Source: an optimization exercise on an open RTL-to-GDS flow (aim: small area, a short achievable clock period and few clock cycles). Production flows keep margins and buffers that such runs may drop.
Where RTL was checked, it was by simulation tests only, not by an equivalence proof against the original.
No functional check of the RTL was part of run 1.
No activity file was given, so power comes from the tool's default toggle rates.

==> flow/design.v <==
module RA1SH(Q, CLK, CEN, WEN, A, D, OEN);
output reg [7:0] Q;
input CLK, CEN, WEN, OEN;
input [7:0] A;
input [7:0] D;
reg [7:0] mem [0:255];
always @(posedge CLK) begin
	if (!CEN) begin
		if (!WEN) mem[A] <= D;
		else Q <= mem[A];
	end
end
endmodule
module MS(
	rst_n,
	clk,
	in_valid,
	maze,
	player_x,
	player_y,
	prize_x_1,
	prize_y_1,
	prize_x_2,
	prize_y_2,
	prize_x_3,
	prize_y_3,
	out_valid,
	out_x,
	out_y
);
input rst_n, clk, in_valid;
input [14:0] maze;
input [3:0] player_x, player_y;
input [3:0] prize_x_1, prize_y_1;
input [3:0] prize_x_2, prize_y_2;
input [3:0] prize_x_3, prize_y_3;
output reg out_valid;
output reg [3:0] out_x, out_y;
localparam ST_IDLE  = 3'd0,
           ST_LOAD  = 3'd1,
           ST_INJ   = 3'd2,
           ST_FLOOD = 3'd3,
           ST_CHASE = 3'd4,
           ST_WAIT  = 3'd5;
reg [2:0] st;
reg [3:0] cnt;
reg [2:0] remc;     
reg [2:0] pend;     
reg       clrf;     
reg       ij;
reg [3:0] jx, jy;   
reg [3:0] sx, sy;   
reg [5:0] ci;       
reg [7:0] cr, cc;   
reg [3:0] qx1, qy1, qx2, qy2, qx3, qy3;
reg       wpop;     
reg [3:0] wx, wy;
reg [1:0] wd;
reg [2:0] fm [0:7];
reg [2:0] wp, rp;
reg [3:0] fc;
reg [55:0] hw, vw;
wire [6:0] hrow = ~{maze[13], maze[11], maze[9], maze[7], maze[5], maze[3], maze[1]};
wire [7:0] vrow = ~{maze[14], maze[12], maze[10], maze[8], maze[6], maze[4], maze[2], maze[0]};
wire idl = (st == ST_IDLE) || (st == ST_WAIT);
wire ldh = idl || (st == ST_LOAD && !cnt[0]);
wire ldv = idl || (st == ST_LOAD && cnt[0]);
always @(posedge clk) begin
	if (ldh) hw <= {hrow, hw[55:7]};
	if (ldv) vw <= {vrow, vw[55:8]};
end
wire [2:0] pfirst = pend[0] ? 3'b001 : pend[1] ? 3'b010 : 3'b100;
wire [2:0] nfirst = remc_n[0] ? 3'b001 : remc_n[1] ? 3'b010 : 3'b100;
wire pgo = (st == ST_INJ) || (st == ST_LOAD && cnt >= 4'd11);
wire s_hp = jx[0];
wire s_vp = jy[0];
wire s_nd = ~jx[0] & ~jy[0];
wire [7:0] ca = 8'b1 << jx[3:1];
wire [7:0] ra = 8'b1 << jy[3:1];
wire [7:0] cb = s_hp ? {ca[6:0], 1'b0} : (s_vp ? ca : 8'b0);
wire [7:0] rb = s_vp ? {ra[6:0], 1'b0} : ra;
reg [63:0] R, E, D0, D1;
genvar gi, gj;
generate
for (gj = 0; gj < 8; gj = gj + 1) begin : row
	for (gi = 0; gi < 8; gi = gi + 1) begin : col
		localparam integer N = gj * 8 + gi;
		wire nr = (gi < 7) ? (hw[(gj*7+gi) % 56]    & R[(N+1) % 64]) : 1'b0;
		wire nl = (gi > 0) ? (hw[(gj*7+gi+55) % 56] & R[(N+63) % 64]) : 1'b0;
		wire nd = (gj < 7) ? (vw[(gj*8+gi) % 56]    & R[(N+8) % 64]) : 1'b0;
		wire nu = (gj > 0) ? (vw[(gj*8+gi+48) % 56] & R[(N+56) % 64]) : 1'b0;
		wire er = (gi < 7) ? (hw[(gj*7+gi) % 56]    & E[(N+1) % 64]) : 1'b0;
		wire el = (gi > 0) ? (hw[(gj*7+gi+55) % 56] & E[(N+63) % 64]) : 1'b0;
		wire ed = (gj < 7) ? (vw[(gj*8+gi) % 56]    & E[(N+8) % 64]) : 1'b0;
		wire eu = (gj > 0) ? (vw[(gj*8+gi+48) % 56] & E[(N+56) % 64]) : 1'b0;
		wire anye = er | el | ed | eu;
		wire anyn = nr | nl | nd | nu;
		wire sr = anye ? er : nr;
		wire sl = anye ? el : nl;
		wire sd = anye ? ed : nd;
		wire nax = ~(sr | sl);
		wire nng = nax ? ~sd : sl;
		wire isA = ca[gi] & ra[gj];
		wire isB = cb[gi] & rb[gj];
		wire Rb = R[N] & ~clrf_j;
		wire Eb = E[N] & ~clrf_j;
		always @(posedge clk) begin
			R[N] <= ij ? (Rb | isA | isB) : (R[N] | anyn);
			E[N] <= ij ? (Eb | (isA & s_nd)) : (R[N] | anye);
			if (ij ? ((isA | isB) & ~s_nd & ~Rb) : ~R[N]) begin
				D0[N] <= ij ? s_vp : nax;
				D1[N] <= ij ? isB : nng;
			end
		end
	end
end
endgenerate
reg clrf_j;
function sel64;    
	input [63:0] v;
	input [7:0] r, c;
	integer j;
	begin
		sel64 = 1'b0;
		for (j = 0; j < 8; j = j + 1)
			sel64 = sel64 | (r[j] & |(v[j*8 +: 8] & c));
	end
endfunction
wire s_pv = sy[0];
wire s_node = ~sx[0] & ~sy[0];
wire [5:0] ciB = {sy[3:1] + {2'b00, sy[0]}, sx[3:1] + {2'b00, sx[0]}};
wire [7:0] crB = s_pv ? {cr[6:0], 1'b0} : cr;
wire [7:0] ccB = s_pv ? cc : {cc[6:0], 1'b0};
wire sRA = sel64(R, cr, cc);
wire sEA = sel64(E, cr, cc);
wire sRB = sel64(R, crB, ccB);
wire goA = sRA & (~sRB | sEA);
wire sdet = ~ij & (s_node ? sRA : (sRA | sRB));
wire [1:0] cd = {sel64(D0, cr, cc), sel64(D1, cr, cc)};
wire [2:0] cxp = cd[0] ? ci[2:0] - 3'd1 : ci[2:0] + 3'd1;
wire [2:0] cyp = cd[0] ? ci[5:3] - 3'd1 : ci[5:3] + 3'd1;
wire [5:0] cnext = cd[1] ? {cyp, ci[2:0]} : {ci[5:3], cxp};
function [1:0] pend_at;    
	input [5:0] n;
	input [3:0] x, y;
	begin
		pend_at[1] = ~x[0] & ~y[0] & (n == {y[3:1], x[3:1]});
		pend_at[0] = (x[0] | y[0]) & ((n == {y[3:1], x[3:1]}) ||
		             (n == {y[3:1] + {2'b00, y[0]}, x[3:1] + {2'b00, x[0]}}));
	end
endfunction
wire [1:0] e1 = pend_at(ci, qx1, qy1);
wire [1:0] e2 = pend_at(ci, qx2, qy2);
wire [1:0] e3 = pend_at(ci, qx3, qy3);
wire [2:0] fnode = remc & {e3[1], e2[1], e1[1]};
wire [2:0] fpass = remc & {e3[0], e2[0], e1[0]};
wire [2:0] fid = (|fnode) ? fnode : fpass;
wire found = |fid;
wire [2:0] remc_n = remc & ~fid;
wire [3:0] fx = fid[0] ? qx1 : fid[1] ? qx2 : qx3;
wire [3:0] fy = fid[0] ? qy1 : fid[1] ? qy2 : qy3;
wire full = fc[3];
wire chase = (st == ST_CHASE);
wire c_push = chase & ~(|fnode) & ~full;
wire c_fin = chase & ((|fnode) | ((|fpass) & ~full));
wire d_push = (st == ST_FLOOD) & sdet & ~s_node & ~full;
wire d_go = (st == ST_FLOOD) & sdet & (s_node | ~full);
wire push = c_push | d_push;
wire [2:0] pdat = chase ? {|fpass, cd} : {1'b0, s_pv, goA};
wire w_node = ~wx[0] & ~wy[0];
wire need_pop = w_node | wpop;
wire [2:0] fhead = fm[rp];
wire move = need_pop ? (fc != 4'd0) : 1'b1;
wire pop = move & need_pop;
wire [1:0] mdir = need_pop ? fhead[1:0] : wd;
wire [3:0] xi = wx + 4'd1;
wire [3:0] xd = wx - 4'd1;
wire [3:0] yi = wy + 4'd1;
wire [3:0] yd = wy - 4'd1;
wire [3:0] nx = mdir[1] ? wx : (mdir[0] ? xd : xi);
wire [3:0] ny = mdir[1] ? (mdir[0] ? yd : yi) : wy;
wire start = in_valid && (st != ST_LOAD);
always @(posedge clk) begin
	if (push) fm[wp] <= pdat;
end
always @(posedge clk or negedge rst_n) begin
	if (!rst_n) begin
		st <= ST_IDLE;
		cnt <= 4'd0;
		remc <= 3'b000;
		pend <= 3'b000;
		clrf <= 1'b0;
		ij <= 1'b0;
		wpop <= 1'b1;
		wp <= 3'd0;
		rp <= 3'd0;
		fc <= 4'd0;
		out_valid <= 1'b0;
	end else begin
		out_valid <= move;
		ij <= 1'b0;
		if (pgo && pend != 3'b000) begin
			ij <= 1'b1;
			pend <= pend & ~pfirst;
			clrf <= 1'b0;
		end
		if (c_fin && remc_n != 3'b000) ij <= 1'b1;
		if (push) wp <= wp + 3'd1;
		if (pop) rp <= rp + 3'd1;
		fc <= fc + {3'b000, push} - {3'b000, pop};
		if (move) wpop <= pop & fhead[2];
		if (start) begin
			st <= ST_LOAD;
			cnt <= 4'd1;
			remc <= 3'b111;
			pend <= 3'b111;
			clrf <= 1'b1;
			wp <= 3'd0;
			rp <= 3'd0;
			fc <= 4'd0;
		end else begin
			case (st)
			ST_LOAD: begin
				cnt <= cnt + 4'd1;
				if (cnt == 4'd1) begin
					out_valid <= 1'b1;
					wpop <= 1'b1;
				end
				if (cnt == 4'd14) st <= ST_FLOOD;
			end
			ST_INJ: begin
				if ((pend & ~pfirst) == 3'b000) st <= ST_FLOOD;
			end
			ST_FLOOD: begin
				if (d_go) st <= ST_CHASE;
			end
			ST_CHASE: begin
				if (c_fin) begin
					remc <= remc_n;
					if (remc_n == 3'b000) st <= ST_WAIT;
					else begin
						pend <= remc_n & ~nfirst;
						clrf <= 1'b0;
						st <= ((remc_n & ~nfirst) == 3'b000) ? ST_FLOOD : ST_INJ;
					end
				end
			end
			ST_WAIT: ;
			default: st <= ST_IDLE;
			endcase
		end
	end
end
always @(posedge clk) begin
	if (c_fin) begin
		jx <= nfirst[0] ? qx1 : nfirst[1] ? qx2 : qx3;
		jy <= nfirst[0] ? qy1 : nfirst[1] ? qy2 : qy3;
		clrf_j <= 1'b1;
	end else if (pgo) begin
		jx <= pfirst[0] ? qx1 : pfirst[1] ? qx2 : qx3;
		jy <= pfirst[0] ? qy1 : pfirst[1] ? qy2 : qy3;
		clrf_j <= clrf;
	end
	if (st == ST_LOAD) begin
		qx1 <= prize_x_1; qy1 <= prize_y_1;
		qx2 <= prize_x_2; qy2 <= prize_y_2;
		qx3 <= prize_x_3; qy3 <= prize_y_3;
	end
	if (st == ST_LOAD && cnt == 4'd1) begin
		sx <= player_x; sy <= player_y;
		ci <= {player_y[3:1], player_x[3:1]};
		cr <= 8'b1 << player_y[3:1];
		cc <= 8'b1 << player_x[3:1];
	end else if (d_go) begin
		if (!s_node && !goA) begin
			ci <= ciB;
			cr <= crB;
			cc <= ccB;
		end
	end else if (c_fin) begin
		sx <= fx; sy <= fy;
		ci <= {fy[3:1], fx[3:1]};
		cr <= 8'b1 << fy[3:1];
		cc <= 8'b1 << fx[3:1];
	end else if (c_push) begin
		ci <= cnext;
		if (cd[1]) cr <= cd[0] ? {1'b0, cr[7:1]} : {cr[6:0], 1'b0};
		else       cc <= cd[0] ? {1'b0, cc[7:1]} : {cc[6:0], 1'b0};
	end
	if (st == ST_LOAD && cnt == 4'd1) begin
		wx <= player_x; wy <= player_y;
		out_x <= player_x; out_y <= player_y;
	end else if (move) begin
		wx <= nx; wy <= ny;
		wd <= mdir;
		out_x <= nx; out_y <= ny;
	end else begin
		out_x <= 4'd0; out_y <= 4'd0;
	end
end
endmodule
==> flow/flow/run.sh <==
#!/bin/bash
# The standard layout (synthesis unchanged), with timing repair aiming
# for a larger setup margin than the default flow settings allow. The full
# output of the make run (yosys, openroad, klayout) goes to standard.log;
# each ORFS step also keeps its own log under orfs/logs.
set -euo pipefail
bash standard.sh SETUP_SLACK_MARGIN=8 finish > standard.log 2>&1
==> flow/standard.sh <==
#!/bin/bash
# synth_recipe.tcl (not shown) runs the flow's synth.tcl, then flattens the netlist and writes it again
# the make line also repeats each setting of config.mk as NAME=value (left out here)
make -C /OpenROAD-flow-scripts/flow DESIGN_CONFIG=/design/flow/config.mk WORK_HOME=/design/flow/orfs CLKGATE_MAP_FILE= SYNTH_SCRIPT=/design/flow/synth_recipe.tcl "${@:-finish}"
==> flow/config.mk <==
export PLATFORM = sky130hd
export DESIGN_NAME = MS
export DESIGN_NICKNAME = MS
export VERILOG_FILES = /design/flow/design.v
export SDC_FILE = /design/flow/constraint.sdc
export NUM_CORES = 4
export LEC_CHECK = 0
export CAP_MARGIN = 20
export CORE_MARGIN = 2
export CORE_UTILIZATION = 40
export SLEW_MARGIN = 20
export SYNTH_MEMORY_MAX_BITS = 8192
==> flow/constraint.sdc <==
create_clock -name core_clock -period 12.0 [get_ports {clk}]
set_input_delay 2.4000 -clock core_clock [delete_from_list [all_inputs] [get_ports {clk}]]
set_output_delay 2.4000 -clock core_clock [all_outputs]
set_load 0.01 [all_outputs]
==> results.py, run 1 <==
metrics = {
    "yosys": {
        "synth_flop_cell": "edfxtp_1",
        "seq_area_frac_synth_pct": 46.5,
        "avgSynthCellArea_um2": 9.28,
        "yosysWarnings": 1,
        "synthArstFlopShare_pct": 5.40,
        "ys_ff_latch": 500,
        "netlist_instances": 3131,
        "syn_nets": 3216,
        "post_synth_num_cell_types": 94,
        "synth-edff-count": 336,
        "netlist_area_mm2": 0.0291,
    },
    "route": {
        "wl_per_cell_um": 29.3,
        "via_per_inst": 6.95,
        "drtIter0Drc": 4460,
        "drc": 0,
        "firstDrtPassIters": 9,
        "vias": 27900,
        "ant_nets": 0,
        "wirelength_um": 118000,
    },
    "die": {
        "io_pins": 59,
        "dieHeight_um": 274,
        "die_w_um": 274,
        "die-area_mm2": 0.0748,
        "start_util_pct": 40.5,
        "fp-row-count": 98,
        "core_mm2": 0.0717,
    },
    "setup_path": {
        "cp-start-kind": "register",
        "reg2reg_depth": 9,
        "crit_arrival_ns": 4.27,
        "slowest_delay_ns": 0.70,
        "timing.rr.start": "cc[3]$_DFFE_PP_",
        "crit_chain": "buf_4 > mux2_2 > a21boi_0 > a311o_1 > o21ai_0 > nor4_4 > o22ai_2 > nor3_1 > a22oi_2",
        "slowest_stage": "o22ai_2",
        "worst-r2r-setup-slack_ns": 7.98,
        "end_kind": "register",
        "path_buf_inv": 1,
        "r2r-end": "cr[6]$_DFFE_PP_",
        "worstPathRequired_ns": 12.25,
        "worstSetupPathType": "reg -> reg",
        "critPathMaxFanout": 44,
        "cp.depth": 9,
        "cp_top_family": "compound AO/OA/AOI/OAI gates",
    },
    "grt": {
        "grt_max_degree": 166,
        "overflow": 0,
        "grt_pass1_wl_um": 172000,
        "antenna_found_initial": 3,
        "grt_use_total_pct": 30.5,
        "grt_pass1_vias": 26200,
    },
    "timing": {
        "fin_crit_ns": 4.02,
        "max_slew_margin_pct": 21.9,
        "drv_slew": 0,
        "finalCritPeriodShare_pct": 33.5,
        "fmax_mhz": 248,
        "rsz0062_at_grt": "true",
        "setup_tns_ns": 0,
        "tightestPinTransition_ns": 1.17,
        "finalWorstSetupSlack_ns": 7.98,
        "skew_ns": 0.0449,
        "finalSetupViolCount": 0,
        "hold_viol": 0,
    },
    "outcome": {
        "outcome": "finished clean",
    },
    "clock_tree": {
        "cts_root_buf": "clkbuf_16",
        "clkSlewWorstSetupHoldPaths_ns": 0.06,
        "clockBufferDepth": 3,
        "cts_max_level": 2,
        "clock-sinks": 500,
        "clkLatencyLatePin_ns": 0.66,
        "cts_made_buffers": 58,
        "hold_buffers": 0,
        "tritoncts": "built",
    },
    "pwr": {
        "p_seq_share_pct": 41.5,
        "p_sw_uw": 4640,
        "p_leak_uw": 0.0114,
        "clock_power_share_pct": 18.1,
        "ir_drop_uv": 151,
        "switching_share_pct": 45.7,
        "powerDensity_mw_per_mm2": 315,
        "intPower_uw": 5520,
        "p_comb_share_pct": 40.4,
    },
    "final_layout": {
        "mostFrequentLayoutCells": "a21oi_1 (405), edfxtp_1 (336), nor2_1 (322)",
        "nets": 3104,
        "fin_util_pct": 45.0,
        "drive_gt1_share_pct": 7.50,
        "syn_to_final_growth_pct": 11.0,
        "final_common_cell": "a21oi_1",
    },
    "min_path": {
        "min_from": "vw[51]$_DFFE_PP_",
        "hold-path-endpoint": "vw[43]$_DFFE_PP_",
        "hold_class": "reg -> reg",
        "hold_depth": 0,
    },
    "placed_design": {
        "post-place-ws_ns": 7.58,
        "hpwlAfterDp_um": 79700,
        "io_buffers": 58,
        "gp_congestion": 0.976,
    },
    "run": {
        "maxCapViolCount": 0,
    },
}
## logic make-up (layout without fill, tap and decap cells)
group | after synthesis | in the layout | synth area share, %
AOI/OAI and AO/OA | 1345 | 1345 | 31.0
xor gates and xnor gates | 57 | 57 | 1.86
adders and majority gates | 36 | 36 | 1.67
buffers and inverters | 405 | 342 | 5.41
DFF | 500 | 500 | 46.5
muxes | 57 | 57 | 2.27
other | 0 | 2 | 0
and+or+nand+nor | 731 | 731 | 11.3
## routing by layer
metal	GRT usage (%)	wire length, um	vias to the layer above
li1	-	-	11800
met1	41.9	46900	13500
met2	45.8	50700	2181
met3	6.18	13800	431
met4	14.6	6490	2
met5	0	10	-
## timing repair
action	4_1_cts	5_1_grt
buffers inserted	1	16
setup endpoints to repair	15	90
resized for setup	2	8
pin swaps	2	3
endpoints found under the hold margin	0	0
gates cloned	0	0
## how the worst max path moves through the flow
stage	startpoint	endpoint
after detailed placement	in_valid	st[1]$_DFFE_PN0P_
after global placement	in_valid	st[1]$_DFFE_PN0P_
after CTS	ij$_DFF_PN0_	D1[54]$_DFFE_PP_
after global routing	cc[3]$_DFFE_PP_	cr[6]$_DFFE_PP_
after floorplan	st[0]$_DFFE_PN0P_	hw[0]$_DFFE_PP_
final	cc[3]$_DFFE_PP_	cr[6]$_DFFE_PP_
## worst register-to-register path, stage by stage (launching register included)
cell and delay, ns:
edfxtp_1 0.32, buf_4 0.50, mux2_2 0.42, a21boi_0 0.13, a311o_1 0.39, o21ai_0 0.15, nor4_4 0.13, o22ai_2 0.71
nor3_1 0.22, a22oi_2 0.69
## power by group through the flow
| stage | combinational, uW | clock (uW) | sequential, uW |
|---|---|---|---|
| floorplan | 3180 | 0 | 3330 |
| global placement | 3870 | 0 | 4160 |
| detailed placement | 3940 | 0 | 4180 |
| CTS | 3960 | 1850 | 4150 |
| global route | 4460 | 1920 | 4260 |
| finish | 4110 | 1840 | 4210 |
## cell usage after synthesis, drive strengths merged, types with 39 or more instances
library cell,n,area (um^2)
a21boi,49,368
mux2i,43,430
a22oi,298,2240
a222oi,42,420
nor2,327,1230
a221oi,101,885
o21ai,180,905
dfxtp,137,2740
edfxtp,336,10100
clkbuf,257,965
buf,43,214
a21oi,407,2040
nand2,216,811
inv,103,387
xnor2,39,342
## cell type report
cell class,instances,area (um^2)
Antenna cell,2,5.00
Clock buffer,89,1710
Clock inverter,20,241
Fill cell,6887,39500
Inverter,105,399
Multi-Input combinational cell,2226,14100
Sequential cell,500,13500
Tap cell,950,1190
Timing Repair Buffer,128,1130
## registers in the layout, summed over array words and instances, names as in the netlist, 6 cells and up
| register | count |
|---|---|
| fm | 24 |
| D1 | 64 |
| hw | 56 |
| D0 | 64 |
| R | 64 |
| E | 64 |
| vw | 56 |
| cc | 8 |
| cr | 8 |
| ci | 6 |
## through the flow
step | cell area (um^2) | instances | hold WS [ns] | power (uW)
6_report | 32300 | 4020 | 0.536 | 10200
5_1_grt | 32300 | 4018 | 0.553 | 10600
4_1_cts | 32100 | 4001 | 0.535 | 9970
3_5_place_dp | 30100 | 3891 | 0.522 | 8130
3_3_place_gp | 30100 | 3891 | 0.527 | 8030
2_1_floorplan | 29100 | 3131 | 0.492 | 6510
==> run 2, diff against run 1 <==
--- a/flow/design.v
+++ b/flow/design.v
@@ -44,6 +44,7 @@
            ST_WAIT  = 3'd5;
 reg [2:0] st;
 reg [3:0] cnt;
+reg       ivr;      
 reg [2:0] remc;     
 reg [2:0] pend;     
 reg       clrf;     
@@ -63,7 +64,7 @@
 wire [6:0] hrow = ~{maze[13], maze[11], maze[9], maze[7], maze[5], maze[3], maze[1]};
 wire [7:0] vrow = ~{maze[14], maze[12], maze[10], maze[8], maze[6], maze[4], maze[2], maze[0]};
 wire idl = (st == ST_IDLE) || (st == ST_WAIT);
-wire ldh = idl || (st == ST_LOAD && !cnt[0]);
+wire ldh = (idl && !ivr) || (st == ST_LOAD && !cnt[0]);
 wire ldv = idl || (st == ST_LOAD && cnt[0]);
 always @(posedge clk) begin
 	if (ldh) hw <= {hrow, hw[55:7]};
@@ -179,7 +180,7 @@
 wire [3:0] yd = wy - 4'd1;
 wire [3:0] nx = mdir[1] ? wx : (mdir[0] ? xd : xi);
 wire [3:0] ny = mdir[1] ? (mdir[0] ? yd : yi) : wy;
-wire start = in_valid && (st != ST_LOAD);
+wire start = ivr && idl;
 always @(posedge clk) begin
 	if (push) fm[wp] <= pdat;
 end
@@ -187,6 +188,7 @@
 	if (!rst_n) begin
 		st <= ST_IDLE;
 		cnt <= 4'd0;
+		ivr <= 1'b0;
 		remc <= 3'b000;
 		pend <= 3'b000;
 		clrf <= 1'b0;
@@ -198,6 +200,7 @@
 		out_valid <= 1'b0;
 	end else begin
 		out_valid <= move;
+		ivr <= in_valid;
 		ij <= 1'b0;
 		if (pgo && pend != 3'b000) begin
 			ij <= 1'b1;
@@ -211,7 +214,7 @@
 		if (move) wpop <= pop & fhead[2];
 		if (start) begin
 			st <= ST_LOAD;
-			cnt <= 4'd1;
+			cnt <= 4'd2;
 			remc <= 3'b111;
 			pend <= 3'b111;
 			clrf <= 1'b1;
@@ -222,7 +225,7 @@
 			case (st)
 			ST_LOAD: begin
 				cnt <= cnt + 4'd1;
-				if (cnt == 4'd1) begin
+				if (cnt == 4'd2) begin
 					out_valid <= 1'b1;
 					wpop <= 1'b1;
 				end
@@ -266,7 +269,7 @@
 		qx2 <= prize_x_2; qy2 <= prize_y_2;
 		qx3 <= prize_x_3; qy3 <= prize_y_3;
 	end
-	if (st == ST_LOAD && cnt == 4'd1) begin
+	if (st == ST_LOAD && cnt == 4'd2) begin
 		sx <= player_x; sy <= player_y;
 		ci <= {player_y[3:1], player_x[3:1]};
 		cr <= 8'b1 << player_y[3:1];
@@ -287,7 +290,7 @@
 		if (cd[1]) cr <= cd[0] ? {1'b0, cr[7:1]} : {cr[6:0], 1'b0};
 		else       cc <= cd[0] ? {1'b0, cc[7:1]} : {cc[6:0], 1'b0};
 	end
-	if (st == ST_LOAD && cnt == 4'd1) begin
+	if (st == ST_LOAD && cnt == 4'd2) begin
 		wx <= player_x; wy <= player_y;
 		out_x <= player_x; out_y <= player_y;
 	end else if (move) begin
==> flow/run.sh (new file) <==
#!/bin/bash
# synth_recipe.tcl (not shown) runs the flow's synth.tcl, then flattens the netlist and writes it again
# the make line also repeats each setting of config.mk as NAME=value (left out here)
make -C /OpenROAD-flow-scripts/flow DESIGN_CONFIG=/design/flow/config.mk WORK_HOME=/design/flow/orfs CLKGATE_MAP_FILE= SYNTH_SCRIPT=/design/flow/synth_recipe.tcl finish
removed: flow/flow/run.sh
removed: flow/standard.sh
==> run 2 against run 1 <==
Via count down 3.0%. Clock-buffer cell count shrank 9. Utilization shrank 0.49 points. Register-to-register slack better by 0.09 ns. Clock skew fell by 0.011 ns.
==> results.py, run 2 <==
metrics = {
    "pwr": {
        "p_leak_uw": 0.0117,
        "intPower_uw": 5910,
        "switching_share_pct": 44.5,
        "power_uw": 10700,
        "clock_power_share_pct": 18.2,
        "powerDensity_mw_per_mm2": 323,
        "p_seq_share_pct": 41.1,
        "ir_drop_uv": 151,
        "p_comb_share_pct": 40.7,
        "p_sw_uw": 4740,
    },
    "yosys": {
        "synth_most_common_cell": "a22oi_1",
        "ys_ff_latch": 501,
        "synth_flop_cell": "edfxtp_1",
        "netlist_instances": 3134,
        "seq_area_frac_synth_pct": 45.4,
        "yosys-top-cells-count": "a22oi_1 (363), a21oi_1 (362), edfxtp_1 (336)",
        "avgSynthCellArea_um2": 9.52,
        "synth-edff-count": 336,
        "yosysWarnings": 1,
        "synth_top_cell_area_share_pct": 33.8,
        "synth_top_cell_by_area": "edfxtp_1",
        "yosys-top-cells-area": "edfxtp_1 (34%), dfxtp_1 (9.2%), a22oi_1 (9.1%)",
        "post_synth_num_cell_types": 98,
        "synthArstFlopShare_pct": 5.59,
        "syn_nets": 3218,
        "netlist_area_mm2": 0.0298,
    },
    "final_layout": {
        "nets": 3092,
        "diodes": 0,
        "final_common_cell": "a22oi_1",
        "fillerInstances": 7013,
        "fin_area_mm2": 0.0330,
        "mostFrequentLayoutCells": "a22oi_1 (363), a21oi_1 (362), edfxtp_1 (336)",
        "syn_to_final_growth_pct": 10.7,
        "fin_cells": 4027,
        "drive_gt1_share_pct": 7.95,
    },
    "placed_design": {
        "gp_congestion": 0.947,
        "io_buffers": 58,
        "post_dp_cell_area_mm2": 0.0309,
        "hpwlAfterDp_um": 77700,
        "placed_cells_incl_taps": 3917,
    },
    "die": {
        "core_mm2": 0.0742,
        "start_util_pct": 40.2,
        "dieHeight_um": 277,
        "die_w_um": 277,
        "fp-row-count": 100,
        "die-area_mm2": 0.0768,
        "io_pins": 59,
    },
    "timing": {
        "drv_slew": 0,
        "hold_viol": 0,
        "fmax_mhz": 254,
        "finalSetupViolCount": 0,
        "finalCritPeriodShare_pct": 32.8,
        "tightestPinTransition_ns": 1.23,
        "rsz0062_at_grt": "false",
        "fin_crit_ns": 3.94,
        "skew_ns": 0.0341,
        "setup_tns_ns": 0,
        "finalHoldWorstSlack_ns": 0.504,
        "max_slew_margin_pct": 17.7,
    },
    "clock_tree": {
        "hold_buffers": 0,
        "clkSlewWorstSetupHoldPaths_ns": 0.06,
        "clock-sinks": 501,
        "cts_resized": 0,
        "cts_max_level": 2,
        "cts_root_buf": "clkbuf_16",
        "cts_made_buffers": 58,
        "tritoncts": "built",
        "cts_setup_buffers": 0,
        "clkLatencyLatePin_ns": 0.64,
        "clockBufferDepth": 3,
    },
    "grt": {
        "antenna_found_initial": 1,
        "overflow": 0,
        "grt_max_degree": 101,
        "grt_pass1_vias": 25600,
        "grt_pass1_wl_um": 168000,
        "grt_use_total_pct": 28.6,
    },
    "route": {
        "dr_wl_met2_um": 49800,
        "drtIter0Drc": 4608,
        "wl_per_cell_um": 28.2,
        "wl_met3_um": 11800,
        "via_per_inst": 6.72,
        "ant_nets": 0,
        "routed.top_layer": "met5",
        "wirelength_um": 114000,
        "vias": 27100,
        "met1_length_um": 46000,
        "drc": 0,
        "firstDrtPassIters": 9,
    },
    "setup_path": {
        "cp-start-kind": "register",
        "critPathMaxFanout": 12,
        "end_kind": "register",
        "crit_arrival_ns": 4.45,
        "worstPathRequired_ns": 12.51,
        "worstSetupPathType": "reg -> reg",
    },
    "run": {
        "maxCapViolCount": 0,
    },
    "outcome": {
        "outcome": "finished clean",
    },
    "min_path": {
        "hold_class": "reg -> reg",
    },
}
run 2: layout make-up:
class	instances	area [um^2]	share of cell area (%)
clock inverter	30	397	1.20
sequential	501	13500	41.0
tap	969	1210	3.67
timing repair buffer	110	971	2.94
clock buffer	80	1680	5.08
inverter	100	375	1.14
multi-input combinational	2237	14800	45.0
run 2: path summary, 6_finish.rpt:
check | startpoint | to | slack [ns] | depth (start not counted)
max in group asynchronous | rst_n | wpop$_DFF_PN1_ | 9.50 | 2
worst max register to register | ci[1]$_DFFE_PP_ | fc[1]$_DFF_PN0_ | 8.06 | 12
worst min register to register | clrf$_DFF_PN0_ | clrf_j$_SDFFE_PP1P_ | 0.50 | 2
min in group asynchronous | rst_n | cnt[0]$_DFFE_PN0P_ | 2.18 | 2
worst min-delay path | clrf$_DFF_PN0_ | clrf_j$_SDFFE_PP1P_ | 0.50 | 2
worst max-delay path | ci[1]$_DFFE_PP_ | fc[1]$_DFF_PN0_ | 8.06 | 12
run 2: cells by family after synthesis:
group	synth area share, %
AO/OA/AOI/OAI	31.6
XOR/XNOR	1.75
adder cells (fa/ha/maj)	1.59
buffers and inverters	5.25
flip-flops	45.4
multiplexers	2.51
AND/OR/NAND/NOR	11.9
run 2: power groups by stage:
stage,sequential (uW),combinational [uW],clock [uW]
2_1_floorplan,3430,3480,0
4_1_cts,4310,4250,1960
5_1_grt,4430,4730,2030
6_report,4370,4340,1940
3_5_place_dp,4340,4220,0
3_3_place_gp,4340,4130,0
run 2: per-layer routing:
layer | track usage [%] | up-vias
met4 | 14.2 | 2
met3 | 5.35 | 358
li1 | - | 11800
met2 | 43.4 | 1817
met1 | 39.0 | 13100
met5 | 0 | -
run 2: critical path: stages (launching register included):
cell      delay (ns)
edfxtp_1        0.61
xor2_1          0.24
nor4_2          0.32
nand4_1         0.54
nand3_1         0.47
or3_1           0.21
o211ai_2        0.25
inv_1           0.14
ha_1            0.24
inv_1           0.06
ha_1            0.18
fa_1            0.41
and2_1          0.14
run 2: per-stage QoR:
stage | setup WS [ns] | util, %
5_1_grt | 7.79 | 44.5
4_1_cts | 8.04 | 44.5
6_report | 8.06 | 44.5
3_3_place_gp | 8.15 | 41.7
3_5_place_dp | 8.11 | 41.7
2_1_floorplan | 6.42 | -
Testbench counts of run 2, summed over its fixed seeds: cycles 6,323.
==> run 3, diff against run 2 <==
--- a/flow/design.v
+++ b/flow/design.v
@@ -71,7 +71,6 @@
 	if (ldv) vw <= {vrow, vw[55:8]};
 end
 wire [2:0] pfirst = pend[0] ? 3'b001 : pend[1] ? 3'b010 : 3'b100;
-wire [2:0] nfirst = remc_n[0] ? 3'b001 : remc_n[1] ? 3'b010 : 3'b100;
 wire pgo = (st == ST_INJ) || (st == ST_LOAD && cnt >= 4'd11);
 wire s_hp = jx[0];
 wire s_vp = jy[0];
@@ -155,11 +154,24 @@
 wire [1:0] e3 = pend_at(ci, qx3, qy3);
 wire [2:0] fnode = remc & {e3[1], e2[1], e1[1]};
 wire [2:0] fpass = remc & {e3[0], e2[0], e1[0]};
+wire fpass_any = ~(|fnode) & (|fpass);
 wire [2:0] fid = (|fnode) ? fnode : fpass;
 wire found = |fid;
 wire [2:0] remc_n = remc & ~fid;
-wire [3:0] fx = fid[0] ? qx1 : fid[1] ? qx2 : qx3;
-wire [3:0] fy = fid[0] ? qy1 : fid[1] ? qy2 : qy3;
+function [2:0] first3;
+	input [2:0] m;
+	first3 = m[0] ? 3'b001 : m[1] ? 3'b010 : m[2] ? 3'b100 : 3'b000;
+endfunction
+wire [2:0] rw1 = remc & 3'b110, rw2 = remc & 3'b101, rw3 = remc & 3'b011;
+wire [2:0] nf1 = first3(rw1), nf2 = first3(rw2), nf3 = first3(rw3);
+wire [2:0] nfirst = (fid[0] ? nf1 : 3'b000) | (fid[1] ? nf2 : 3'b000) | (fid[2] ? nf3 : 3'b000);
+wire [2:0] npend = remc_n & ~nfirst;
+wire [2:0] cxm = ci[2:0] - 3'd1;
+wire [2:0] cym = ci[5:3] - 3'd1;
+wire hx = fpass_any & ~cd[1];
+wire hy = fpass_any & cd[1];
+wire [3:0] fx = hx ? (cd[0] ? {cxm, 1'b1} : {ci[2:0], 1'b1}) : {ci[2:0], 1'b0};
+wire [3:0] fy = hy ? (cd[0] ? {cym, 1'b1} : {ci[5:3], 1'b1}) : {ci[5:3], 1'b0};
 wire full = fc[3];
 wire chase = (st == ST_CHASE);
 wire c_push = chase & ~(|fnode) & ~full;
@@ -242,9 +254,9 @@
 					remc <= remc_n;
 					if (remc_n == 3'b000) st <= ST_WAIT;
 					else begin
-						pend <= remc_n & ~nfirst;
+						pend <= npend;
 						clrf <= 1'b0;
-						st <= ((remc_n & ~nfirst) == 3'b000) ? ST_FLOOD : ST_INJ;
+						st <= (npend == 3'b000) ? ST_FLOOD : ST_INJ;
 					end
 				end
 			end
@@ -280,16 +292,14 @@
 			cr <= crB;
 			cc <= ccB;
 		end
-	end else if (c_fin) begin
-		sx <= fx; sy <= fy;
-		ci <= {fy[3:1], fx[3:1]};
-		cr <= 8'b1 << fy[3:1];
-		cc <= 8'b1 << fx[3:1];
-	end else if (c_push) begin
+	end else if (c_push && !(c_fin && !cd[0])) begin
 		ci <= cnext;
 		if (cd[1]) cr <= cd[0] ? {1'b0, cr[7:1]} : {cr[6:0], 1'b0};
 		else       cc <= cd[0] ? {1'b0, cc[7:1]} : {cc[6:0], 1'b0};
 	end
+	if (c_fin) begin
+		sx <= fx; sy <= fy;
+	end
 	if (st == ST_LOAD && cnt == 4'd2) begin
 		wx <= player_x; wy <= player_y;
 		out_x <= player_x; out_y <= player_y;
==> flow/flow/run.sh (new file) <==
#!/bin/bash
# The standard layout (synthesis unchanged), with timing repair aiming
# for a larger setup margin than the default flow settings allow. The full
# output of the make run (yosys, openroad, klayout) goes to standard.log;
# each ORFS step also keeps its own log under orfs/logs.
set -euo pipefail
bash standard.sh SETUP_SLACK_MARGIN=9 finish > standard.log 2>&1
==> flow/standard.sh (new file) <==
#!/bin/bash
# synth_recipe.tcl (not shown) runs the flow's synth.tcl, then flattens the netlist and writes it again
# the make line also repeats each setting of config.mk as NAME=value (left out here)
make -C /OpenROAD-flow-scripts/flow DESIGN_CONFIG=/design/flow/config.mk WORK_HOME=/design/flow/orfs CLKGATE_MAP_FILE= SYNTH_SCRIPT=/design/flow/synth_recipe.tcl "${@:-finish}"
removed: flow/run.sh
==> run 3 against run 2 <==
First-iteration DRC count rose by 0.67%. Final cell count grew 2.8%. Critical endpoint is now out_valid. Maximum frequency increased by 12%. Critical path type is now reg -> out. Non-clock buffer count up 117. Register-to-register slack improved by 0.44 ns. Via count up 3.9%. Area after synthesis shrank 0.51%.
==> results.py, run 3 <==
metrics = {
    "outcome": {
        "outcome": "finished clean",
    },
    "clock_tree": {
        "tritoncts": "built",
        "clkSlewWorstSetupHoldPaths_ns": 0.06,
        "clkLatencyLatePin_ns": 0.63,
        "cts_made_buffers": 59,
        "clockBufferDepth": 3,
        "cts_root_buf": "clkbuf_16",
        "cts_max_level": 2,
        "clock-sinks": 501,
    },
    "run": {
        "maxCapViolCount": 0,
    },
    "pwr": {
        "switching_share_pct": 45.0,
        "p_sw_uw": 4770,
        "powerDensity_mw_per_mm2": 301,
        "p_comb_share_pct": 43.0,
        "ir_drop_uv": 163,
        "p_leak_uw": 0.0128,
        "intPower_uw": 5820,
        "p_seq_share_pct": 40.0,
        "clock_power_share_pct": 17.0,
    },
    "route": {
        "drtIter0Drc": 4639,
        "vias": 28100,
        "ant_nets": 0,
        "firstDrtPassIters": 9,
        "drc": 0,
        "wl_per_cell_um": 29.8,
        "via_per_inst": 6.80,
        "wirelength_um": 123000,
    },
    "timing": {
        "drv_slew": 0,
        "fin_crit_ns": 3.51,
        "tightestPinTransition_ns": 1.25,
        "rsz0062_at_grt": "true",
        "fmax_mhz": 285,
        "skew_ns": 0.0162,
        "finalSetupViolCount": 0,
        "hold_viol": 0,
        "finalCritPeriodShare_pct": 29.3,
        "setup_tns_ns": 0,
        "max_slew_margin_pct": 16.9,
    },
    "final_layout": {
        "mostFrequentLayoutCells": "a22oi_1 (365), edfxtp_1 (336), a21oi_1 (334)",
        "drive_gt1_share_pct": 15.1,
        "fin_cells": 4139,
        "syn_to_final_growth_pct": 18.3,
        "fin_util_pct": 48.0,
        "diodes": 0,
        "final_common_cell": "a22oi_1",
        "nets": 3216,
    },
    "yosys": {
        "synth-edff-count": 336,
        "synthArstFlopShare_pct": 5.59,
        "avgSynthCellArea_um2": 9.45,
        "synth_top_cell_by_area": "edfxtp_1",
        "ys_ff_latch": 501,
        "syn_nets": 3227,
        "post_synth_num_cell_types": 87,
        "yosys-top-cells-area": "edfxtp_1 (34%), a22oi_1 (9.5%), dfxtp_1 (9.2%)",
        "yosysWarnings": 1,
        "yosys-top-cells-count": "a22oi_1 (376), a21oi_1 (347), edfxtp_1 (336)",
        "synth_top_cell_area_share_pct": 34.0,
        "seq_area_frac_synth_pct": 45.6,
        "netlist_area_mm2": 0.0297,
        "synth_most_common_cell": "a22oi_1",
        "synth_flop_cell": "edfxtp_1",
        "netlist_instances": 3141,
    },
    "die": {
        "fp-row-count": 99,
        "dieHeight_um": 276,
        "core_mm2": 0.0732,
        "die-area_mm2": 0.0764,
        "die_w_um": 276,
        "start_util_pct": 40.5,
        "io_pins": 59,
    },
    "setup_path": {
        "slowest_stage": "dfrtp_1",
        "path_buf_inv": 1,
        "crit_path_end": "out_valid",
        "critPathMaxFanout": 1,
        "reg2reg_depth": 14,
        "worstPathRequired_ns": 9.60,
        "crit_chain": "buf_2",
        "cp-startpoint": "out_valid$_DFF_PN0_",
        "cp_top_family": "flip-flops",
        "worst-r2r-setup-slack_ns": 8.50,
        "cp-start-kind": "register",
        "end_kind": "output port",
        "worstSetupPathType": "reg -> out",
        "slowest_delay_ns": 0.36,
        "r2r-end": "fc[1]$_DFF_PN0_",
        "cp.depth": 1,
        "crit_arrival_ns": 1.11,
        "timing.rr.start": "cc[0]$_DFFE_PP_",
    },
    "grt": {
        "grt_pass1_wl_um": 179000,
        "antenna_found_initial": 5,
        "grt_use_total_pct": 30.8,
        "grt_max_degree": 172,
        "grt_pass1_vias": 26400,
        "overflow": 0,
    },
    "placed_design": {
        "gp_congestion": 0.957,
        "io_buffers": 58,
        "hpwlAfterDp_um": 80100,
        "placed_cells_incl_taps": 3909,
    },
    "min_path": {
        "hold_depth": 2,
        "hold_class": "reg -> reg",
    },
}
[run 3: cell types whose count changed after synthesis, moves of 13 or more]
cell / change
nand2_1: +16
a21oi_1: -15
mux2i_1: +15
a22oi_1: +13
o21ai_1: +13
[run 3: power groups by stage]
| stage | clock network [uW] | logic, uW | registers [uW] |
|---|---|---|---|
| 3_3_place_gp | 0 | 3720 | 4220 |
| 5_1_grt | 1880 | 4910 | 4290 |
| 3_5_place_dp | 0 | 3800 | 4220 |
| 6_report | 1800 | 4550 | 4240 |
| 4_1_cts | 1820 | 4260 | 4160 |
| 2_1_floorplan | 0 | 3180 | 3230 |
[run 3: stage by stage]
step           power (uW)  worst slack (ns)  hold WS (ns)  cell area [um^2]
2_1_floorplan        6420              8.74         0.459             29800
3_3_place_gp         7950              8.11         0.479             30800
3_5_place_dp         8020              8.10         0.495             30800
4_1_cts             10200              8.47         0.509             34600
5_1_grt             11100              8.36         0.536             35100
6_report            10600              8.49         0.510             35100
[run 3: cell type report]
class / instances / area (um^2)
tap: 959 / 1200
fill: 6670 / 38100
sequential: 501 / 13500
timing repair buffer: 227 / 2530
multi-input combinational: 2236 / 15500
inverter: 105 / 399
clock buffer: 86 / 1690
clock inverter: 25 / 220
[run 3: cell families (layout without fill, tap and decap cells)]
group	Yosys count	count (layout)	synth area share [%]
compound gates	1345	1345	31.1
buf+inv	405	443	5.33
fa+ha+maj	36	36	1.59
xor+xnor	62	62	1.93
flops	501	501	45.6
mux	68	68	2.64
simple gates	724	725	11.8
[run 3: worst min path at each step]
| stage | startpoint | to | slack (ns) |
|---|---|---|---|
| after detailed placement | clrf$_DFF_PN0_ | clrf_j$_SDFFE_PP1P_ | 0.50 |
| after CTS | clrf$_DFF_PN0_ | clrf_j$_SDFFE_PP1P_ | 0.51 |
| final | clrf$_DFF_PN0_ | clrf_j$_SDFFE_PP1P_ | 0.51 |
| after global routing | clrf$_DFF_PN0_ | clrf$_DFF_PN0_ | 0.54 |
| after floorplan | clrf$_DFF_PN0_ | clrf_j$_SDFFE_PP1P_ | 0.46 |
| after global placement | clrf$_DFF_PN0_ | clrf_j$_SDFFE_PP1P_ | 0.48 |
[run 3: worst min-delay path, cell delays in order (launching register included)]
cell	delay, ns
dfrtp_1	0.35
mux2i_1	0.07
nand2_1	0.07
[run 3: layer usage]
| metal | wire [um] | track usage [%] |
|---|---|---|
| met2 | 54100 | 46.9 |
| met3 | 13000 | 5.50 |
| met1 | 49200 | 42.3 |
| met4 | 6770 | 15.3 |
| met5 | 38 | 0 |
[run 3: repair_timing]
item,CTS,global route
hold buffers,0,0
setup buffers,84,18
endpoints found under the setup margin,349,293
resized for setup,217,87
pin swaps,57,34
cloned,16,1
Testbench counts of run 3, summed over its fixed seeds: cycles 6,323.
==> run 4, diff against run 3 <==
--- a/flow/flow/run.sh
+++ b/flow/flow/run.sh
@@ -4,4 +4,4 @@
 # output of the make run (yosys, openroad, klayout) goes to standard.log;
 # each ORFS step also keeps its own log under orfs/logs.
 set -euo pipefail
-bash standard.sh SETUP_SLACK_MARGIN=9 finish > standard.log 2>&1
+bash standard.sh SETUP_SLACK_MARGIN=8.5 finish > standard.log 2>&1
==> run 4 against run 3 <==
Still clean on timing, DRC and antenna. Synthesized cell count did not move. Critical path depth rose by 15. Combinational power fell by 7.7%. Clock power barely moved. Non-clock buffer count fell by 43. First-iteration DRC count rose by 1.7%. Maximum frequency fell by 3.7%. Clock skew rose by 0.017 ns.
==> results.py, run 4 <==
metrics = {
    "pwr": {
        "p_leak_uw": 0.0123,
        "clock_power_share_pct": 17.9,
        "p_seq_share_pct": 41.0,
        "ir_drop_uv": 191,
        "p_comb_share_pct": 41.1,
        "p_sw_uw": 4570,
        "switching_share_pct": 44.7,
        "intPower_uw": 5650,
        "powerDensity_mw_per_mm2": 302,
        "power_uw": 10200,
    },
    "grt": {
        "grt_use_total_pct": 30.2,
        "grt_max_degree": 98,
        "antenna_found_initial": 1,
        "grt_pass1_wl_um": 176000,
        "grt_pass1_vias": 26100,
        "overflow": 0,
    },
    "die": {
        "die_w_um": 276,
        "core_mm2": 0.0732,
        "die-area_mm2": 0.0764,
        "dieHeight_um": 276,
        "start_util_pct": 40.5,
        "fp-row-count": 99,
        "io_pins": 59,
    },
    "yosys": {
        "yosys-top-cells-area": "edfxtp_1 (34%), a22oi_1 (9.5%), dfxtp_1 (9.2%)",
        "synth_most_common_cell": "a22oi_1",
        "yosysWarnings": 1,
        "post_synth_num_cell_types": 87,
        "synth_flop_cell": "edfxtp_1",
        "syn_nets": 3227,
        "avgSynthCellArea_um2": 9.45,
        "netlist_area_mm2": 0.0297,
        "synth_top_cell_area_share_pct": 34.0,
        "synth-edff-count": 336,
        "synthArstFlopShare_pct": 5.59,
        "netlist_instances": 3141,
        "ys_ff_latch": 501,
        "yosys-top-cells-count": "a22oi_1 (376), a21oi_1 (347), edfxtp_1 (336)",
        "seq_area_frac_synth_pct": 45.6,
        "synth_top_cell_by_area": "edfxtp_1",
    },
    "final_layout": {
        "fin_area_mm2": 0.0339,
        "nets": 3171,
        "drive_gt1_share_pct": 10.5,
        "mostFrequentLayoutCells": "a22oi_1 (371), a21oi_1 (343), edfxtp_1 (336)",
        "fin_util_pct": 46.3,
        "syn_to_final_growth_pct": 14.2,
        "fillerInstances": 6790,
        "final_common_cell": "a22oi_1",
        "diodes": 0,
    },
    "route": {
        "drc": 0,
        "vias": 27600,
        "firstDrtPassIters": 9,
        "via_per_inst": 6.75,
        "wl_per_cell_um": 29.3,
        "wirelength_um": 120000,
        "ant_nets": 0,
        "drtIter0Drc": 4716,
    },
    "timing": {
        "finalCritPeriodShare_pct": 30.4,
        "rsz0062_at_grt": "true",
        "finalSetupViolCount": 0,
        "drv_slew": 0,
        "setup_tns_ns": 0,
        "skew_ns": 0.0334,
        "hold_viol": 0,
        "fmax_mhz": 274,
        "max_slew_margin_pct": 21.9,
        "tightestPinTransition_ns": 1.17,
        "fin_crit_ns": 3.65,
    },
    "setup_path": {
        "cp-start-kind": "register",
        "critPathMaxFanout": 5,
        "crit_arrival_ns": 4.17,
        "end_kind": "register",
        "worstSetupPathType": "reg -> reg",
        "worstPathRequired_ns": 12.52,
    },
    "outcome": {
        "outcome": "finished clean",
    },
    "clock_tree": {
        "clock-sinks": 501,
        "cts_root_buf": "clkbuf_16",
        "clockBufferDepth": 3,
        "cts_max_level": 2,
        "clkSlewWorstSetupHoldPaths_ns": 0.06,
        "cts_made_buffers": 58,
        "tritoncts": "built",
        "clkLatencyLatePin_ns": 0.65,
    },
    "placed_design": {
        "hpwlAfterDp_um": 78900,
        "io_buffers": 58,
        "post_dp_cell_area_mm2": 0.0307,
        "gp_congestion": 0.976,
    },
    "min_path": {
        "hold_class": "reg -> reg",
    },
    "run": {
        "maxCapViolCount": 0,
    },
}
-- run 4: changes by cell type in the layout (fill, tap and decap cells not counted), moves of 7 or more --
cell / delta
nor2_2: -7
buf_4: -13
buf_16: -7
nand2_1: +9
buf_6: -19
o21ai_2: -7
a21oi_1: +9
nor2_1: +12
ha_1: +7
-- run 4: cells by family after synthesis --
family	count (synthesis)	share of synthesized area, %
xor gates and xnor gates	62	1.93
AOI/OAI and AO/OA	1345	31.1
muxes	68	2.64
adders and majority gates	36	1.59
DFF	501	45.6
buffers and inverters	405	5.33
and+or+nand+nor	724	11.8
-- run 4: repair_timing --
action                     CTS  global route
gates cloned                 9             1
pin swaps                   22            12
resized for setup           95            30
setup endpoints to repair  171            87
setup buffers               31            34
hold buffers                 0             0
-- run 4: path summary, 6_finish.rpt --
kind / slack, ns / end / depth (start not counted) / startpoint
worst max-delay path: 8.35 / fc[1]$_DFF_PN0_ / 16 / cc[0]$_DFFE_PP_
worst min-delay path: 0.50 / clrf_j$_SDFFE_PP1P_ / 2 / clrf$_DFF_PN0_
worst max register to register: 8.35 / fc[1]$_DFF_PN0_ / 16 / cc[0]$_DFFE_PP_
worst min register to register: 0.50 / clrf_j$_SDFFE_PP1P_ / 2 / clrf$_DFF_PN0_
max in group asynchronous: 9.46 / ij$_DFF_PN0_ / 2 / rst_n
min in group asynchronous: 2.18 / rp[1]$_DFFE_PN0P_ / 2 / rst_n
-- run 4: power by group through the flow --
stage | registers [uW] | logic [uW] | clock network, uW
3_3_place_gp | 4180 | 3680 | 0
3_5_place_dp | 4200 | 3770 | 0
4_1_cts | 4150 | 3920 | 1840
6_report | 4190 | 4200 | 1830
5_1_grt | 4240 | 4540 | 1910
2_1_floorplan | 3230 | 3160 | 0
-- run 4: final cells by class --
class | count | area, um^2 | area share [%]
multi-input combinational | 2235 | 14900 | 43.9
sequential | 501 | 13500 | 40.0
timing repair buffer | 184 | 1940 | 5.74
clock buffer | 89 | 1710 | 5.05
tap | 959 | 1200 | 3.54
inverter | 105 | 394 | 1.16
clock inverter | 21 | 224 | 0.661
-- run 4: critical path, stage by stage (launching register included) --
cell and delay [ns]:
edfxtp_1 0.41, buf_6 0.16, buf_12 0.12, buf_16 0.13
buf_12 0.13, a222oi_1 0.31, and3_1 0.20, o21ai_0 0.11
a21oi_1 0.26, nand4_1 0.25, o31a_1 0.39, inv_2 0.10
ha_4 0.19, inv_2 0.06, ha_4 0.13, fa_2 0.44
and2_4 0.15
-- run 4: per-stage QoR --
stage / worst slack (ns) / hold WS [ns] / std cells
final: 8.35 / 0.498 / 4094
after global routing: 8.28 / 0.540 / 4094
after CTS: 8.39 / 0.494 / 4059
after detailed placement: 7.98 / 0.479 / 3909
after global placement: 8.02 / 0.470 / 3909
after floorplan: 8.69 / 0.459 / 3141
-- run 4: layer usage --
| layer | GRT usage, % | wire length, um |
|---|---|---|
| met1 | 40.7 | 47600 |
| met2 | 46.3 | 53000 |
| met3 | 6.40 | 13500 |
| met4 | 14.0 | 6030 |
| met5 | 0 | 7 |
==> run 5, diff against run 4 <==
--- a/flow/design.v
+++ b/flow/design.v
@@ -58,8 +58,7 @@
 reg [3:0] wx, wy;
 reg [1:0] wd;
 reg [2:0] fm [0:7];
-reg [2:0] wp, rp;
-reg [3:0] fc;
+reg [3:0] wp, rp;   
 reg [55:0] hw, vw;
 wire [6:0] hrow = ~{maze[13], maze[11], maze[9], maze[7], maze[5], maze[3], maze[1]};
 wire [7:0] vrow = ~{maze[14], maze[12], maze[10], maze[8], maze[6], maze[4], maze[2], maze[0]};
@@ -172,7 +171,8 @@
 wire hy = fpass_any & cd[1];
 wire [3:0] fx = hx ? (cd[0] ? {cxm, 1'b1} : {ci[2:0], 1'b1}) : {ci[2:0], 1'b0};
 wire [3:0] fy = hy ? (cd[0] ? {cym, 1'b1} : {ci[5:3], 1'b1}) : {ci[5:3], 1'b0};
-wire full = fc[3];
+wire full = (wp[2:0] == rp[2:0]) & (wp[3] ^ rp[3]);
+wire empty = (wp == rp);
 wire chase = (st == ST_CHASE);
 wire c_push = chase & ~(|fnode) & ~full;
 wire c_fin = chase & ((|fnode) | ((|fpass) & ~full));
@@ -182,8 +182,8 @@
 wire [2:0] pdat = chase ? {|fpass, cd} : {1'b0, s_pv, goA};
 wire w_node = ~wx[0] & ~wy[0];
 wire need_pop = w_node | wpop;
-wire [2:0] fhead = fm[rp];
-wire move = need_pop ? (fc != 4'd0) : 1'b1;
+wire [2:0] fhead = fm[rp[2:0]];
+wire move = need_pop ? ~empty : 1'b1;
 wire pop = move & need_pop;
 wire [1:0] mdir = need_pop ? fhead[1:0] : wd;
 wire [3:0] xi = wx + 4'd1;
@@ -194,7 +194,7 @@
 wire [3:0] ny = mdir[1] ? (mdir[0] ? yd : yi) : wy;
 wire start = ivr && idl;
 always @(posedge clk) begin
-	if (push) fm[wp] <= pdat;
+	if (push) fm[wp[2:0]] <= pdat;
 end
 always @(posedge clk or negedge rst_n) begin
 	if (!rst_n) begin
@@ -206,9 +206,8 @@
 		clrf <= 1'b0;
 		ij <= 1'b0;
 		wpop <= 1'b1;
-		wp <= 3'd0;
-		rp <= 3'd0;
-		fc <= 4'd0;
+		wp <= 4'd0;
+		rp <= 4'd0;
 		out_valid <= 1'b0;
 	end else begin
 		out_valid <= move;
@@ -220,9 +219,8 @@
 			clrf <= 1'b0;
 		end
 		if (c_fin && remc_n != 3'b000) ij <= 1'b1;
-		if (push) wp <= wp + 3'd1;
-		if (pop) rp <= rp + 3'd1;
-		fc <= fc + {3'b000, push} - {3'b000, pop};
+		if (push) wp <= wp + 4'd1;
+		if (pop) rp <= rp + 4'd1;
 		if (move) wpop <= pop & fhead[2];
 		if (start) begin
 			st <= ST_LOAD;
@@ -230,9 +228,8 @@
 			remc <= 3'b111;
 			pend <= 3'b111;
 			clrf <= 1'b1;
-			wp <= 3'd0;
-			rp <= 3'd0;
-			fc <= 4'd0;
+			wp <= 4'd0;
+			rp <= 4'd0;
 		end else begin
 			case (st)
 			ST_LOAD: begin
==> run 5 against run 4 <==
Still clean on timing, DRC and antenna. Area after synthesis down 0.24%. Sequential power down 5.0%. Critical path depth down 15. Non-clock buffer count down 56. Clock skew down 0.0049 ns. Combinational power down 9.3%. Utilization down 1.3 points. Clock power down 6%. Largest power group is now registers.
==> results.py, run 5 <==
metrics = {
    "yosys": {
        "avgSynthCellArea_um2": 9.45,
        "netlist_instances": 3133,
        "post_synth_num_cell_types": 87,
        "netlist_area_mm2": 0.0296,
        "muxShareOfSynthArea_pct": 3.09,
        "synth_xor_xnor_area_share_pct": 2.15,
        "synth_compound_area_share_pct": 31.0,
        "yosys-top-cells-count": "a22oi_1 (368), a21oi_1 (338), edfxtp_1 (336)",
        "synth_most_common_cell": "a22oi_1",
        "synth_simple_gate_area_share_pct": 11.5,
        "seq_area_frac_synth_pct": 45.5,
        "yosys-top-cells-area": "edfxtp_1 (34%), a22oi_1 (9.3%), dfxtp_1 (9.3%)",
        "synthArstFlopShare_pct": 5.21,
        "ys_ff_latch": 499,
        "synth_top_cell_area_share_pct": 34.1,
        "synth_top_cell_by_area": "edfxtp_1",
        "synth-edff-count": 336,
        "syn_nets": 3213,
        "synth_flop_cell": "edfxtp_1",
        "yosysWarnings": 1,
        "synth_top_family_by_area": "compound AO/OA/AOI/OAI gates",
        "synthAdderAreaFrac_pct": 1.32,
    },
    "setup_path": {
        "end_kind": "output port",
        "worst-r2r-setup-slack_ns": 8.50,
        "crit_chain": "buf_6",
        "cp-startpoint": "out_valid$_DFF_PN0_",
        "cp_top_family": "flip-flops",
        "slowest_stage": "dfrtp_1",
        "path_buf_inv": 1,
        "worstSetupPathType": "reg -> out",
        "worstPathRequired_ns": 9.60,
        "critPathMaxFanout": 1,
        "slowest_delay_ns": 0.37,
        "crit_arrival_ns": 1.11,
        "cp-start-kind": "register",
        "timing.rr.start": "cc[1]$_DFFE_PP_",
    },
    "timing": {
        "rsz0062_at_grt": "true",
        "setup_tns_ns": 0,
        "tightestPinTransition_ns": 1.20,
        "finalSetupViolCount": 0,
        "drv_slew": 0,
        "skew_ns": 0.0285,
        "fmax_mhz": 285,
        "finalHoldWorstSlack_ns": 0.499,
        "fin_crit_ns": 3.51,
        "max_slew_margin_pct": 20.0,
        "hold_viol": 0,
        "finalCritPeriodShare_pct": 29.3,
    },
    "grt": {
        "grt_use_total_pct": 28.7,
        "grt_pass1_vias": 25400,
        "grt_pass1_wl_um": 168000,
        "grt_max_degree": 119,
        "overflow": 0,
        "antenna_found_initial": 1,
    },
    "route": {
        "drtIter0Drc": 3989,
        "firstDrtPassIters": 10,
        "ant_nets": 0,
        "drc": 0,
        "wl_per_cell_um": 28.3,
        "vias": 27100,
        "wirelength_um": 114000,
        "via_per_inst": 6.72,
    },
    "die": {
        "core_mm2": 0.0731,
        "fp-row-count": 99,
        "die-area_mm2": 0.0762,
        "start_util_pct": 40.5,
        "die_w_um": 276,
        "io_pins": 59,
        "dieHeight_um": 276,
    },
    "clock_tree": {
        "cts_max_level": 2,
        "hold_buffers": 0,
        "cts_made_buffers": 58,
        "clock-sinks": 499,
        "clockBufferDepth": 3,
        "tritoncts": "built",
        "clkSlewWorstSetupHoldPaths_ns": 0.06,
        "cts_root_buf": "clkbuf_16",
        "clkLatencyLatePin_ns": 0.65,
    },
    "final_layout": {
        "drive_gt1_share_pct": 8.66,
        "mostFrequentLayoutCells": "a22oi_1 (368), edfxtp_1 (336), a21oi_1 (336)",
        "fin_util_pct": 45.0,
        "nets": 3105,
        "diodes": 0,
        "final_common_cell": "a22oi_1",
        "fin_area_mm2": 0.0329,
        "fillerInstances": 6887,
        "syn_to_final_growth_pct": 11.1,
    },
    "pwr": {
        "powerDensity_mw_per_mm2": 289,
        "ir_drop_uv": 172,
        "p_leak_uw": 0.0118,
    },
    "outcome": {
        "outcome": "finished clean",
    },
    "run": {
        "maxCapViolCount": 0,
    },
    "placed_design": {
        "hpwlAfterDp_um": 76800,
        "io_buffers": 58,
        "gp_congestion": 0.951,
        "post_dp_cell_area_mm2": 0.0307,
    },
    "min_path": {
        "min_from": "clrf$_DFF_PN0_",
        "hold_class": "reg -> reg",
    },
}
## run 5: cell types whose count changed after synthesis, moves of 12 or more
cell,change
o21ai_0,+13
a222oi_1,+12
buf_1,-12
mux2_2,+18
xor2_1,+13
nor2b_1,-16
## run 5: final timing paths
path | endpoint | cells past startpoint
worst max-delay path | out_valid | 1
worst min-delay path | clrf_j$_SDFFE_PN1P_ | 2
worst max register to register | sx[3]$_DFFE_PP_ | 9
worst min register to register | clrf_j$_SDFFE_PN1P_ | 2
max in group asynchronous | rp[0]$_DFFE_PN0P_ | 2
min in group asynchronous | pend[1]$_DFF_PN0_ | 2
## run 5: per-stage QoR
step / total power, uW / setup WS [ns] / std cells
floorplan: 6130 / 8.03 / 3133
global placement: 7480 / 7.93 / 3905
detailed placement: 7570 / 7.92 / 3905
CTS: 9310 / 8.46 / 4013
global route: 9970 / 8.46 / 4032
finish: 9510 / 8.49 / 4032
## run 5: per-layer routing
layer  routed length (um)  share of wire (%)  up-vias  GRT usage (%)
met5                    0                  0        -              0
met4                 6250                5.5        0           14.7
met3                12000                 11      309           4.99
met2                50000                 44     1830           43.6
met1                45900                 40    13200           39.3
li1                     -                  -    11700              -
## run 5: what timing repair did
item	CTS	global route
endpoints found under the setup margin	202	189
cloned	0	2
gates resized for setup	58	38
buffers inserted	0	16
pin swaps	0	8
## run 5: cell type report
class	instances	area [um^2]	share of cell area [%]
Clock buffer	92	1720	5.24
Clock inverter	16	80.1	0.243
Inverter	115	432	1.31
Multi-Input combinational cell	2223	14800	45.0
Sequential cell	499	13500	41.0
Tap cell	959	1200	3.65
Timing Repair Buffer	128	1170	3.55
## run 5: worst register-to-register path, stage by stage, from the launching register on
cell and delay, ns:
edfxtp_1 0.36, buf_4 0.34, a22oi_1 0.44, nand4_1 0.29, a22o_1 0.28, or4_1 0.74, a2111oi_4 0.39, nand2_1 0.13
xor2_1 0.21, o21ai_1 0.08
## run 5: cell families after synthesis
kind of cell,count (synthesis)
AOI/OAI and AO/OA,1337
and+or+nand+nor,711
DFF,499
buffers and inverters,411
muxes,79
xor gates and xnor gates,66
adders and majority gates,30
## run 5: power breakdown
| part | switching [uW] | internal [uW] | total [uW] |
|---|---|---|---|
| sequential | 1200 | 2780 | 3980 |
| clock | 747 | 976 | 1720 |
| combinational | 2300 | 1510 | 3810 |
Testbench counts of run 5, summed over its fixed seeds: cycles 6,323.
==> run 6, diff against run 5 <==
--- a/flow/config.mk
+++ b/flow/config.mk
@@ -5,6 +5,7 @@
 export SDC_FILE = /design/flow/constraint.sdc
 export NUM_CORES = 4
 export LEC_CHECK = 0
+export ABC_AREA = 1
 export CAP_MARGIN = 20
 export CORE_MARGIN = 2
 export CORE_UTILIZATION = 40
==> run 6 against run 5 <==
Sequential power fell by 3%. Maximum frequency fell by 4.2%. Wire length rose by 6.3%. Hold slack improved by 0.011 ns. Global-route usage rose by 1.7 points. Area after synthesis rose by 1.6%. Final area rose by 1.7%. Final cell count rose by 26%. Register-to-register slack got worse by 0.17 ns. Synthesized cell count rose by 30%. Clock power rose by 4%. Clock-buffer cell count fell by 17.
==> results.py, run 6 <==
metrics = {
    "placed_design": {
        "io_buffers": 58,
        "placed_cells_incl_taps": 4955,
        "gp_congestion": 1.01,
        "hpwlAfterDp_um": 85700,
    },
    "final_layout": {
        "mostFrequentLayoutCells": "nand2_1 (1,221), nor2_1 (430), inv_1 (394)",
        "nets": 4145,
        "final_common_cell": "nand2_1",
        "fin_cells": 5082,
        "multi_input_area_mm2": 0.0142,
        "syn_to_final_growth_pct": 11.3,
        "fillerInstances": 7487,
        "drive_gt1_share_pct": 5.86,
        "diodes": 0,
        "seq_area_mm2": 0.0135,
    },
    "yosys": {
        "netlist_area_mm2": 0.0301,
        "synth-edff-count": 336,
        "synth_flop_cell": "edfxtp_1",
        "synth_most_common_cell": "nand2_1",
        "yosysWarnings": 1,
        "synthArstFlopShare_pct": 5.21,
        "syn_nets": 4152,
        "synth_top_cell_area_share_pct": 33.5,
        "seq_area_frac_synth_pct": 44.8,
        "post_synth_num_cell_types": 60,
        "yosys-top-cells-area": "edfxtp_1 (34%), nand2_1 (15%), dfxtp_1 (9.1%)",
        "ys_ff_latch": 499,
        "yosys-top-cells-count": "nand2_1 (1,222), nor2_1 (433), inv_1 (396)",
        "avgSynthCellArea_um2": 7.39,
        "netlist_instances": 4072,
        "synth_top_cell_by_area": "edfxtp_1",
    },
    "timing": {
        "fin_crit_ns": 3.67,
        "finalSetupViolCount": 0,
        "tightestPinTransition_ns": 0.948,
        "skew_ns": 0.0176,
        "setup_tns_ns": 0,
        "hold_viol": 0,
        "max_slew_margin_pct": 36.6,
        "fmax_mhz": 273,
        "drv_slew": 0,
        "rsz0062_at_grt": "true",
        "finalCritPeriodShare_pct": 30.6,
    },
    "setup_path": {
        "worstPathRequired_ns": 12.27,
        "critPathMaxFanout": 10,
        "crit_arrival_ns": 3.94,
        "cp-start-kind": "register",
        "worstSetupPathType": "reg -> reg",
        "end_kind": "register",
    },
    "route": {
        "vias": 30400,
        "wl_per_cell_um": 23.9,
        "drc": 0,
        "via_per_inst": 5.99,
        "firstDrtPassIters": 7,
        "wirelength_um": 121000,
        "ant_nets": 0,
        "drtIter0Drc": 4229,
    },
    "min_path": {
        "hold_class": "reg -> reg",
    },
    "die": {
        "dieHeight_um": 278,
        "die-area_mm2": 0.0774,
        "core_mm2": 0.0744,
        "io_pins": 59,
        "start_util_pct": 40.4,
        "fp-row-count": 100,
        "die_w_um": 278,
    },
    "clock_tree": {
        "clockBufferDepth": 3,
        "clock-sinks": 499,
        "clkSlewWorstSetupHoldPaths_ns": 0.06,
        "cts_made_buffers": 57,
        "cts_max_level": 2,
        "hold_buffers": 0,
        "cts_root_buf": "clkbuf_16",
        "tritoncts": "built",
        "clkLatencyLatePin_ns": 0.63,
    },
    "grt": {
        "grt_max_degree": 134,
        "grt_pass1_wl_um": 178000,
        "overflow": 0,
        "grt_use_total_pct": 30.4,
        "antenna_found_initial": 0,
        "grt_pass1_vias": 28000,
    },
    "pwr": {
        "ir_drop_uv": 180,
        "p_leak_uw": 0.0145,
        "powerDensity_mw_per_mm2": 307,
    },
    "outcome": {
        "outcome": "finished clean",
    },
    "run": {
        "maxCapViolCount": 0,
    },
}
## run 6: final timing paths
| check | from | end | slack [ns] | cells after the start |
|---|---|---|---|---|
| max | jx[3]$_DFFE_PP_ | D0[31]$_DFFE_PP_ | 8.33 | 8 |
| min | wpop$_DFF_PN1_ | wpop$_DFF_PN1_ | 0.51 | 2 |
| max reg2reg | jx[3]$_DFFE_PP_ | D0[31]$_DFFE_PP_ | 8.33 | 8 |
| min reg2reg | wpop$_DFF_PN1_ | wpop$_DFF_PN1_ | 0.51 | 2 |
| max in group asynchronous | rst_n | ij$_DFF_PN0_ | 9.53 | 2 |
| min in group asynchronous | rst_n | wp[2]$_DFFE_PN0P_ | 2.15 | 2 |
## run 6: per-layer routing
metal | vias to the layer above | share of wire (%) | track usage [%]
met5 | - | 0 | 0
met4 | 0 | 4.5 | 12.8
met3 | 316 | 11 | 4.41
met2 | 2029 | 43 | 46.7
met1 | 14300 | 41 | 42.8
li1 | 13800 | - | -
## run 6: where the power goes
part	switching, uW	total [uW]	internal [uW]
Sequential	1060	3880	2820
Clock	759	1790	1030
Combinational	3220	4590	1360
Total	5040	10300	5220
## run 6: cell type report
cell class                 instances  share of cell area, %
inverter                         437                   4.97
tap                              969                   3.62
sequential                       499                   40.3
timing repair buffer             107                   2.91
multi-input combinational       2963                   42.6
clock buffer                      75                   4.71
clock inverter                    32                  0.901
## run 6: worst max-delay path, stage by stage, from the launching register on
cell and delay [ns]:
edfxtp_1 0.52, inv_1 0.14, nor3_1 0.67, inv_2 0.37, o22ai_1 0.54, inv_2 0.25, nor2_1 0.31, o21ai_1 0.10
o31ai_1 0.41
## run 6: kinds of logic after synthesis
logic type / Yosys count / synth area share, %
and+or+nand+nor: 2043 / 27.9
DFF: 499 / 44.8
buffers and inverters: 611 / 8.12
AOI/OAI and AO/OA: 859 / 16.9
adders and majority gates: 30 / 1.30
xor gates and xnor gates: 30 / 0.874
## run 6: metrics by stage
stage	power, uW	area (um^2)	setup slack, ns	util, %	hold slack, ns
after floorplan	6460	30100	8.77	-	0.469
after global placement	8230	31400	8.16	42.1	0.492
after detailed placement	8230	31400	8.13	42.1	0.497
after CTS	10000	33300	8.44	44.7	0.506
after global routing	10800	33500	8.42	45.0	0.522
final	10300	33500	8.33	45.0	0.510
## run 6: repair_timing
item,4_1_cts,5_1_grt
hold endpoints to repair,0,0
pin swaps,2,3
resized for setup,47,18
gates cloned,1,0
setup buffers,2,17
endpoints found under the setup margin,91,101

## what the ideal ports hide
The results above use ideal ports. As a check the final layouts listed here were re-extracted and re-timed, cells and wires unchanged.
Step 1: set_driving_cell puts a clkbuf_16 on clk and a buf_2 on each other input, an assumption about the parent block.
Step 2, shift: input delay + t, output delay - t, t = (earliest + latest rising clock arrival at the registers) / 2. This alone moves slack from input paths to output paths.
a / b / c = ideal / step 1 / step 2; a / b = the first two.
run	t, ns	slack for setup (ns)
run 1	0.700	7.976 / 7.976 / 7.501
run 2	0.696	8.064 / 8.024 / 8.064
run 3	0.688	8.490 / 8.422 / 8.221
run 4	0.700	8.354 / 8.354 / 8.076
run 5	0.696	8.486 / 8.422 / 8.063
run 6	0.693	8.332 / 8.332 / 8.328
After both steps setup and hold are still met in every run listed.
